This design comes from an exercise in tuning for small area on the open sky130 flow, not from production work.
At most, simulation tests tie the RTL to the original design; equivalence was not proved.
The flow treats the clock pin as an ideal source, which a real chip does not have.
Power figures rest on the tool's default switching activity, not on a simulated workload.

== lane 1 ==
// SYS_TOP
module SYS_TOP
(
	input   wire   RX_IN    ,
	input   wire   CLK      ,
	input   wire   RST      ,
	output  reg    TX_OUT   ,
	output  reg    PAR_ERR  ,
	output  reg    STP_ERR
);
localparam IDLE = 3'd0, WA = 3'd1, WD = 3'd2, RA = 3'd3, CA = 3'd4, CB = 3'd5, CF = 3'd6;
reg  [2:0]  ph;               
reg         init;             
reg  [2:0]  cs;               
reg         pend, go;         
reg         rsp;              
reg         tx;               
reg         fr;               
reg  [3:0]  sc;               
reg  [3:0]  tm;               
reg         tp;               
reg         rxa;              
reg  [2:0]  e;                
reg  [3:0]  b;                
reg         u, rp, prev;      
reg  [7:0]  sr;               
reg  [7:0]  S;                
reg         eq;               
reg  [7:0]  r0, r1, r3;
reg         r2p, r2t, r2h;    
reg  [95:0] ring;             
wire dbit   = (b != 4'd0) & ~(b[3] & (b[2:0] != 3'd0));    
wire pbit   = (b == 4'd9) & r2p;
wire sbit   = dbit | pbit;
wire stopb  = r2p ? (b == 4'd10) : (b == 4'd9);
wire rxend  = rxa & stopb & (e == 3'd1);
wire par_ok = ~r2p | ~(rp ^ r2t);
wire vld    = rxend & par_ok & RX_IN;
always @(posedge CLK or negedge RST) begin
	if (!RST)
		rxa <= 1'b0;
	else if (!rxa)
		rxa <= prev & ~RX_IN;
	else if (rxend)
		rxa <= 1'b0;
end
always @(posedge CLK) begin
	prev <= RX_IN;
	if (!rxa) begin
		e  <= 3'd1;
		b  <= 4'd0;
		rp <= 1'b0;
	end
	else begin
		e <= e + 3'd1;
		if (e == 3'd7)
			b <= b + 4'd1;
		if (sbit) begin
			if (e == 3'd2)
				u <= RX_IN;
			if (e == 3'd3) begin
				u <= u ^ RX_IN;
				if (u & RX_IN)
					rp <= ~rp;
			end
			if (e == 3'd4 && u && RX_IN)
				rp <= ~rp;
		end
	end
end
always @(posedge CLK or negedge RST) begin
	if (!RST) begin
		PAR_ERR <= 1'b0;
		STP_ERR <= 1'b0;
	end
	else if (rxend) begin
		if (r2p)
			PAR_ERR <= ~par_ok;
		if (par_ok)
			STP_ERR <= ~RX_IN;
	end
  ...
Size: roughly 180 flip-flops, about 6 I/O pins.
Settings: LEC_CHECK=0, CAP_MARGIN=20, CORE_MARGIN=2, CORE_UTILIZATION=40, PLACE_DENSITY=0.6, SLEW_MARGIN=20; clock period 36.0 ns.
run.sh (not shown) runs the stock make flow with config.mk's settings and CLKGATE_MAP_FILE= SYNTH_SCRIPT=/design/flow/synth_recipe.tcl, a recipe that flattens the netlist after the stock synthesis.
The inputs of lane 2 differ from those of lane 1 as listed below.
# lane 1
export LEC_CHECK = 0
export CAP_MARGIN = 20
export CORE_MARGIN = 2
export CORE_UTILIZATION = 40
export PLACE_DENSITY = 0.6
export SLEW_MARGIN = 20
create_clock -name core_clock -period 36.0 [get_ports {CLK}]
# lane 2
export LEC_CHECK = 0
export ABC_AREA = 1
export CAP_MARGIN = 20
export CORE_MARGIN = 2
export CORE_UTILIZATION = 60
export PLACE_DENSITY = 0.75
export SLEW_MARGIN = 20
create_clock -name core_clock -period 36.0 [get_ports {CLK}]
- Lane 2 finished every step from synthesis to the final layout, and the layout passed the timing, DRC and antenna checks.
- There was hardly any difference in fraction of power consumed by combinational cells between lane 1 and lane 2.
- Worst ir drop on vdd (lane 2 vs. lane 1) increases by more than 10%
- Compared with lane 1, synthesized cell count in lane 2 increased by more than 10%.
- Lane 2 vs. lane 1: multi-input logic cell count went up 19%; critical path depth flat.
- Delta (lane 2 minus lane 1): least setup slack across all paths after layout lost 0.051 ns; wire length rose 800 um; total power decreased by about 0.6% relative to the old numbers; transition time at the pin with the least slew margin increased by 0.087 ns relative to the old numbers.


job 8593:
Another version of the RTL of SYS_TOP (not shown whole).
Size: ~640 cells after synthesis, roughly 5900 um^2 of cells after synthesis.
Settings: LEC_CHECK=0, CAP_MARGIN=20, CORE_MARGIN=2, CORE_UTILIZATION=40, PLACE_DENSITY=0.6, SLEW_MARGIN=20; clock period 36.0 ns.
standard.sh (not shown) runs the stock make flow with config.mk's settings and CLKGATE_MAP_FILE= SYNTH_SCRIPT=/design/flow/synth_recipe.tcl, a recipe that flattens the netlist after the stock synthesis.
==> flow/flow/run.sh <==
#!/bin/bash
# Own layout flow: the standard flow (standard.sh) with these changes:
#  * synthesis maps the combinational logic with an area-oriented ABC script
#    (flow/area.abc: deep AIG resynthesis, then repeated area mapping) and
#    without the full/half-adder extraction; registers
#    are mapped exactly as in the standard synthesis (dfflibmap runs before abc);
#  * the port buffers are buf_1 cells.
# make's output goes to standard.log; ORFS keeps each step's log under orfs/logs.
set -euo pipefail
W=$PWD
sed "s#__ABC__#$W/flow/area.abc#" flow/abc_override.tcl > my_synth.tcl
cat synth_recipe.tcl >> my_synth.tcl
bash standard.sh SYNTH_SCRIPT=$W/my_synth.tcl ADDER_MAP_FILE= \
  POST_CTS_TCL=$W/flow/shrink_clk.tcl CLK_LEAF_SLEW=0.105 \
  "BUFFER_PORTS_ARGS=-buffer_cell sky130_fd_sc_hd__buf_1" \
  "CTS_ARGS=-sink_clustering_enable -repair_clock_nets -dont_use_dummy_load -buf_list sky130_fd_sc_hd__clkbuf_8 -sink_clustering_size 30 -sink_clustering_max_diameter 300" \
  finish > standard.log 2>&1
==> flow/flow/area.abc <==
strash
&get -n
&deepsyn -T 20
&put
dch
map -a
strash
dch
map -a
topo
==> flow/flow/shrink_clk.tcl <==
# POST_CTS_TCL hook: the clock tree's leaf buffers are built as clkbuf_8.
# Each leaf is tried as the smaller clkbuf_4 and kept so only if the slew at
# every flip-flop clock pin it drives stays under CLK_LEAF_SLEW (ns).
set db [ord::get_db]
set block [ord::get_db_block]
set small [$db findMaster sky130_fd_sc_hd__clkbuf_4]
set limit [expr {[info exists ::env(CLK_LEAF_SLEW)] ? $::env(CLK_LEAF_SLEW) : 0.105}]
set clk_net [$block findNet CLK]
set root ""
foreach it [$clk_net getITerms] {
  if {[string match "*clkbuf*" [[$it getInst] getName]]} { set root [$it getInst] }
}
if {$root eq ""} { error "shrink_clk: no root clock buffer" }
set leaves {}
foreach it [[[$root findITerm X] getNet] getITerms] {
  set inst [$it getInst]
  if {$inst ne $root && [string match "sky130_fd_sc_hd__clkbuf*" [[$inst getMaster] getName]]} {
    lappend leaves [list $inst [$inst getMaster]]
  }
}
proc leaf_slew {inst} {
  set mx 0
  foreach it [[[$inst findITerm X] getNet] getITerms] {
    if {[$it getInst] eq $inst} { continue }
    set pin [get_pins -quiet "[[$it getInst] getName]/[[$it getMTerm] getName]"]
    if {$pin eq ""} { continue }
    set s [get_property $pin slew_max]
    if {$s > $mx} { set mx $s }
  }
  return $mx
}
foreach l $leaves { [lindex $l 0] swapMaster $small }
estimate_parasitics -placement
set kept 0
foreach l $leaves {
  lassign $l inst master
  set s [leaf_slew $inst]
  if {$s > $limit} {
    $inst swapMaster $master
  } else {
    incr kept
  }
  puts "shrink_clk: [$inst getName] slew [format %.3f $s] -> [[$inst getMaster] getName]"
}
puts "shrink_clk: $kept of [llength $leaves] leaves are clkbuf_4"
estimate_parasitics -placement
Other scripts of this flow, unchanged in this note and not shown: flow/flow/abc_override.tcl
Having completed the whole flow, job 8593 delivered a layout that passed the timing, DRC and antenna checks.
Here is what was changed in the inputs of job 9199 compared with job 8593.
--- a/flow/flow/run.sh
+++ b/flow/flow/run.sh
@@ -2,5 +2,5 @@
 # Own layout flow: the standard flow (standard.sh) with these changes:
 #  * synthesis maps the combinational logic with an area-oriented ABC script
-#    (flow/area.abc: deep AIG resynthesis, then repeated area mapping) and
+#    (flow/area.abc: deep AIG resynthesis, structural choices, area mapping) and
 #    without the full/half-adder extraction; registers
 #    are mapped exactly as in the standard synthesis (dfflibmap runs before abc);
==> flow/flow/area.abc <==
strash
&get -n
&deepsyn -T 20
&dch
&nf -a -R 1000
&put
topo
Results
- Compared job 8593 against job 9199; area growth from synthesis to layout within noise.
- Between job 8593 and job 9199, share of power burned in registers is lower for job 8593, job 9199 comes in above that.
- Diff job 8593 -> job 9199 | total net switching power | down by more than half
Input changes introduced in job 8441 (baseline for comparison: job 9199):
==> flow/flow/run.sh <==
#!/bin/bash
# Own layout flow: the standard flow (standard.sh) with two changes:
#  * synthesis maps the combinational logic with an area-oriented ABC script
#    (deep AIG resynthesis, then repeated area mapping)
#    (flow/area.abc) and without the full/half-adder extraction; registers
#    are mapped exactly as in the standard synthesis (dfflibmap runs before abc);
#  * CTS builds the clock tree from clkbuf_8 cells without dummy loads.
# make's output goes to standard.log; ORFS keeps each step's log under orfs/logs.
set -euo pipefail
W=$PWD
sed "s#__ABC__#$W/flow/area.abc#" flow/abc_override.tcl > my_synth.tcl
cat synth_recipe.tcl >> my_synth.tcl
bash standard.sh SYNTH_SCRIPT=$W/my_synth.tcl ADDER_MAP_FILE= \
  "CTS_ARGS=-sink_clustering_enable -repair_clock_nets -dont_use_dummy_load -buf_list sky130_fd_sc_hd__clkbuf_8 -sink_clustering_size 30 -sink_clustering_max_diameter 300" \
  finish > standard.log 2>&1
==> flow/flow/area.abc <==
strash
&get -n
&deepsyn -T 20
&put
dch
map -a
strash
dch
map -a
topo
removed: flow/flow/shrink_clk.tcl
==> comparison <==
Against job 9199, relative slew slack in job 8441 came out better. Diff job 9199 -> job 8441: wire length grew by about 12%, number of vias after detailed routing grew by 11%. In the reports for job 9199 and job 8441, the smaller shortest period the worst path allows belongs to job 9199. As far as number of instances on the worst hold path goes, job 9199 and job 8441 are indistinguishable; the numbers are identical. Against job 9199, power per unit of standard cell area in job 8441 rose by more than half. Re met3 capacity usage during global routing: job 9199 was higher than job 8441. Die height for job 8441 is higher than for job 9199. On post-route fraction of the period consumed by the critical path, the lower figure sits with job 9199, not job 8441. On multiplexer share of the synthesized area: job 8441 sits below job 9199. Job 8441 reports a higher net count of the mapped netlist than job 9199 does.


maple:
The RTL this note starts from:
==> flow/design.v <==
module SYS_TOP
(
	input   wire   RX_IN    ,
	input   wire   CLK      ,
	input   wire   RST      ,
	output  reg    TX_OUT   ,
	output  reg    PAR_ERR  ,
	output  reg    STP_ERR
);
localparam IDLE = 3'd0, WA = 3'd1, WD = 3'd2, RA = 3'd3, CA = 3'd4, CB = 3'd5, CF = 3'd6;
reg  [2:0]  ph;               
reg         init;             
reg  [2:0]  cs;               
reg         pend, go;         
reg         rsp;              
reg         fr;               
reg         rxa;              
reg  [3:0]  lo, hi;
reg         u;                
reg         rp;               
reg         prev;             
reg  [7:0]  sr;               
reg  [7:0]  S;                
reg  [7:0]  r0, r1, r3;
reg         r2p, r2t, r2h;    
reg  [95:0] ring;             
wire [2:0] e = lo[2:0];
wire [3:0] b = hi;
wire [3:0] tm = lo;
wire [3:0] sc = hi;
wire eq = u;
wire tx = rsp & ~pend & ~go;          
wire rxst = ~rxa & prev & ~RX_IN;    
wire dbit   = (b != 4'd0) & ~(b[3] & (b[2:0] != 3'd0));    
wire pbit   = (b == 4'd9) & r2p;
wire sbit   = dbit | pbit;
wire stopb  = r2p ? (b == 4'd10) : (b == 4'd9);
wire rxend  = rxa & stopb & (e == 3'd1);
wire par_ok = ~r2p | ~(rp ^ r2t);
wire vld    = rxend & par_ok & RX_IN;
always @(posedge CLK or negedge RST) begin
	if (!RST)
		rxa <= 1'b0;
	else if (!rxa)
		rxa <= rxst;
	else if (rxend)
		rxa <= 1'b0;
end
always @(posedge CLK) begin
	prev <= RX_IN;
	if (rxa && sbit && e == 3'd2)
		u <= RX_IN;
	else if (rxa && sbit && e == 3'd3)
		u <= u ^ RX_IN;
	else if (vld)
		u <= 1'b1;                    
	else if (pre_cmp && (a0 != b0))
		u <= 1'b0;
end
always @(posedge CLK or negedge RST) begin
	if (!RST) begin
		PAR_ERR <= 1'b0;
		STP_ERR <= 1'b0;
	end
	else if (rxend) begin
		if (r2p)
			PAR_ERR <= ~par_ok;
		if (par_ok)
			STP_ERR <= ~RX_IN;
	end
end
wire wwin = go & ~rsp;                 
wire pre  = go &  rsp;                 
wire isrd = (cs == RA);
wire isal = (cs == CF);
wire [3:0] F = sr[3:0];
wire f_add = (F == 4'd0);
wire f_sub = (F == 4'd1);
wire f_mul = (F == 4'd2);
wire f_div = (F == 4'd3);
wire f_shr = (F == 4'd13);
wire f_shl = (F == 4'd14);
wire f_cmp = (F == 4'd10) | (F == 4'd11) | (F == 4'd12);
wire pre_rd  = pre & isrd;
wire pre_div = pre & isal & f_div;
wire pre_cmp = pre & isal & f_cmp;
wire [3:0] N    = r3[3:0];
wire       bnd  = (N[3:1] == 3'd0) | (tm == N - 4'd1);
wire       txs  = tx & bnd & ~sc[3];           
wire       g    = ~fr;
wire [3:0] last = r2p ? 4'd10 : 4'd9;
wire a0 = r0[0];
wire b0 = r1[0];
wire ar = isal & (f_add | f_sub | f_shl | f_cmp);
wire x0 = g ? ((f_shl ? a0 : b0) ^ (f_sub | f_cmp)) : f_sub;
wire [7:0] X = pre_div ? {1'b1, ~r1[7:1]} :
               (isal & (f_mul | f_div)) ? (r1 & {8{g & a0}}) :
               {7'b0, ar & x0};
wire cin = pre_div ? (r0[7] | ~b0) : (ar & g & a0);
wire [8:0] sum = S + X + cin;
wire bnz = |r1;
wire q   = sum[8] & bnz;
reg rbit;
wire rd2 = ((ph == 3'd0) & r2p) | ((ph == 3'd1) & r2t) | (ph == 3'd5) | ((ph == 3'd7) & r2h);
integer k;
always @(*) begin
	case (F)
		4'd0: rbit = r0[0];
		4'd1: rbit = r1[0];
		4'd2: rbit = rd2;
		4'd3: rbit = r3[0];
		default: rbit = ring[8*(F-4)];
	endcase
end
reg ob;
always @(*) begin
	if (isrd)
		ob = sum[0];
	else if (g) begin
		case (F)
			4'd3:  ob = a0;
			4'd4:  ob = a0 & b0;
			4'd5:  ob = a0 | b0;
			4'd6:  ob = ~(a0 & b0);
			4'd7:  ob = ~(a0 | b0);
			4'd8:  ob = a0 ^ b0;
			4'd9:  ob = ~(a0 ^ b0);
			4'd10: ob = (sc == 4'd0) & eq;
			4'd11: ob = (sc == 4'd1) & S[0] & ~eq;
			4'd12: ob = (sc[3:1] == 3'd0) & ~S[0];
			4'd13: ob = (sc != 4'd7) & r0[1];
			4'd15: ob = 1'b0;
			default: ob = sum[0];
		endcase
	end
	else begin
		case (F)
			4'd0, 4'd1, 4'd2, 4'd3, 4'd14: ob = sum[0];
			4'd6, 4'd7, 4'd9: ob = 1'b1;
			default: ob = 1'b0;
		endcase
	end
end
always @(posedge CLK or negedge RST) begin
	if (!RST) begin
		ph   <= 3'd0;
		init <= 1'b1;
		cs   <= IDLE;
		pend <= 1'b0;
		go   <= 1'b0;
		rsp  <= 1'b0;
	end
	else begin
		ph <= ph + 3'd1;
		if (ph == 3'd7)
			init <= 1'b0;
		if (vld) begin
			case (cs)
				IDLE: begin
					if (sr == 8'hAA)      cs <= WA;
					else if (sr == 8'hBB) cs <= RA;
					else if (sr == 8'hCC) cs <= CA;
					else if (sr == 8'hDD) cs <= CF;
				end
				WA: cs <= WD;
				WD: begin cs <= IDLE; pend <= 1'b1; end
				CA: begin cs <= CB;   pend <= 1'b1; end
				CB: begin cs <= CF;   pend <= 1'b1; end
				default: begin pend <= 1'b1; rsp <= 1'b1; end    
			endcase
		end
		if (pend && ph == 3'd7) begin
			pend <= 1'b0;
			go   <= 1'b1;
		end
		if (go && ph == 3'd7)
			go <= 1'b0;
		if (tx && bnd && sc == last && !(isal && g)) begin
			rsp <= 1'b0;
			cs  <= IDLE;
		end
	end
end
wire txstart = pre & (ph == 3'd7);
always @(posedge CLK) begin
	if (vld)
		fr <= 1'b0;
	if (rxst) begin
		lo <= 4'd1;
		hi <= 4'd0;
		rp <= 1'b0;
	end
	else if (rxa) begin
		lo[2:0] <= lo[2:0] + 3'd1;
		if (lo[2:0] == 3'd7)
			hi <= hi + 4'd1;
		if (sbit && RX_IN && u && (e == 3'd3 || e == 3'd4))
			rp <= ~rp;
	end
	if (txstart) begin
		TX_OUT <= 1'b0;
		hi <= 4'd0;
		lo <= 4'd0;
		rp <= 1'b0;
	end
	else if (tx) begin
		if (!bnd)
			lo <= lo + 4'd1;
		else begin
			lo <= 4'd0;
			if (!sc[3]) begin
				TX_OUT <= ob;
				rp <= rp ^ ob;
				hi <= hi + 4'd1;
			end
			else if (sc == 4'd8 && r2p) begin
				TX_OUT <= rp ^ r2t;
				hi <= 4'd9;
			end
			else if (sc != last) begin
				TX_OUT <= 1'b1;
				hi <= hi + 4'd1;
			end
			else if (isal && g) begin
				TX_OUT <= 1'b0;
				hi <= 4'd0;
				fr <= 1'b1;
				rp <= 1'b0;
			end
			else
				TX_OUT <= 1'b1;
		end
	end
	else
		TX_OUT <= 1'b1;
end
always @(posedge CLK) begin
	if (vld && cs != WD)
		S <= {4'b0, (cs == WA) ? sr[3:1] : 3'b0,
		      (cs == WA) ? sr[0] : ((cs == CB) | ((cs == CF) & (f_sub | f_cmp)))};
	else if (pre_div)
		S <= q ? {sum[6:0], r0[7] ^ b0} : {S[6:0], r0[7]};
	else if (pre_rd | pre_cmp | (txs & ~(isal & f_cmp)))
		S <= {sum[8] | (pre_rd & rbit), sum[7:1]};
	if (rxa && dbit && e == 3'd2)
		sr <= {RX_IN, sr[7:1]};
	else if (rxa && dbit && e == 3'd4 && u)
		sr[7] <= RX_IN;
	else if (wwin)
		sr <= {sr[0], sr[7:1]};
end
wire [3:0] wa   = S[3:0];
wire       wbit = ~init & sr[0];
always @(posedge CLK) begin
	if (init || (wwin && wa == 4'd0))
		r0 <= {wbit, r0[7:1]};
	else if (pre_div)
		r0 <= {r0[6:0], q};
	else if (pre_rd || pre_cmp || (txs && g && isal))
		r0 <= {(isal & f_div) ? sum[0] : r0[0], r0[7:1]};
	if (init || (wwin && wa == 4'd1))
		r1 <= {wbit, r1[7:1]};
	else if (pre_rd || pre_cmp || (txs && g && isal && !(f_mul || f_div)))
		r1 <= {r1[0], r1[7:1]};
	if (init || (wwin && wa == 4'd3))
		r3 <= {init ? (ph == 3'd3) : sr[0], r3[7:1]};
	else if (pre_rd)
		r3 <= {r3[0], r3[7:1]};
	if (init)
		{r2h, r2t, r2p} <= 3'b0;
	else if (wwin && wa == 4'd2 && ph == 3'd0)
		{r2h, r2t, r2p} <= {sr[7], sr[1], sr[0]};
	for (k = 0; k < 12; k = k + 1)
		ring[8*k +: 8] <= {(init || (wwin && wa == k + 4)) ? wbit : ring[8*k], ring[8*k+1 +: 7]};
end
endmodule
Settings: LEC_CHECK=0, CAP_MARGIN=20, CORE_MARGIN=2, CORE_UTILIZATION=40, PLACE_DENSITY=0.6, SLEW_MARGIN=20; clock period 36.0 ns.
==> flow/flow/run.sh <==
#!/bin/bash
# Standard layout, unchanged.
bash standard.sh > standard.log 2>&1
--- input diff maple..indigo ---
==> flow/flow/run.sh <==
#!/bin/bash
# Own layout flow: the standard flow (standard.sh) with two changes:
#  * synthesis maps the combinational logic with an area-oriented ABC script
#    (flow/area.abc) and without the full/half-adder extraction; registers
#    are mapped exactly as in the standard synthesis (dfflibmap runs before abc);
#  * CTS builds the clock tree from clkbuf_8 cells without dummy loads.
# Every tool's output goes to standard.log (make) and ORFS's own logs under orfs/logs.
set -euo pipefail
W=$PWD
{
  echo "proc abc {args} { set i \[lsearch -exact \$args -script\]; if {\$i >= 0} { lset args \[expr {\$i+1}\] $W/flow/area.abc }; puts \"area abc: \$args\"; yosys abc {*}\$args }"
  cat synth_recipe.tcl
} > my_synth.tcl
bash standard.sh SYNTH_SCRIPT=$W/my_synth.tcl ADDER_MAP_FILE= \
  "CTS_ARGS=-sink_clustering_enable -repair_clock_nets -dont_use_dummy_load -buf_list sky130_fd_sc_hd__clkbuf_8 -sink_clustering_size 30 -sink_clustering_max_diameter 300" \
  finish > standard.log 2>&1
==> flow/flow/area.abc (new file) <==
strash
dch
map -a
strash
dch
map -a
strash
dch
map -a
strash
dch
map -a
topo
Notes after the runs:
Of maple and indigo, only indigo never reached the final stage.
### indigo -> fjord
Settings: CTS_CLUSTER_SIZE: unset -> 50; CTS_CLUSTER_DIAMETER: unset -> 300; CTS_BUF_LIST: unset -> sky130_fd_sc_hd__clkbuf_8.
==> flow/run.sh (new file) <==
#!/bin/bash
# synth_recipe.tcl (not shown) runs the flow's synth.tcl, then flattens the netlist and writes it again
# the make line also repeats each setting of config.mk as NAME=value (left out here)
make -C /OpenROAD-flow-scripts/flow DESIGN_CONFIG=/design/flow/config.mk WORK_HOME=/design/flow/orfs CLKGATE_MAP_FILE= SYNTH_SCRIPT=/design/flow/synth_recipe.tcl finish
removed: flow/flow/run.sh
removed: flow/flow/area.abc
removed: flow/standard.sh
- Both conditions hold for fjord: the flow ran to the end and the final layout passed the timing, DRC and antenna checks.
Function was not checked in any run of this note: the RTL went through the layout flow alone.

==> re-timing with driven ports <==
How much do the figures lean on ideal ports? The routed layouts below were timed once more, with nothing changed but the port constraints. Step 1 assumes that a clkbuf_16 drives the clock port and a buf_2 every other input. Step 2 also shifts input and output timing later by t, the mid clock arrival at the registers, as if the neighbouring blocks saw the same clock. a / b / c = ideal / step 1 / step 2; a / b = the first two.
run	t (ns)	slack for setup (ns)	worst register clock-pin slew, ns
lane 1	0.466	27.439 / 27.456 / 26.990	0.08 / 0.08
lane 2	0.467	27.388 / 27.403 / 26.937	0.07 / 0.07
job 8593	0.456	26.594 / 26.602 / 26.147	0.10 / 0.10
job 9199	0.449	26.885 / 26.898 / 26.449	0.10 / 0.10
job 8441	0.476	26.223 / 26.232 / 25.756	0.09 / 0.09
maple	0.459	27.154 / 27.168 / 26.709	0.07 / 0.07
fjord	0.483	27.226 / 27.239 / 26.756	0.09 / 0.09
After both steps setup and hold are still met in every run listed. The setup slack of fjord, which loses most, moves by +0.013 ns with the drivers and by -0.470 ns with both steps.
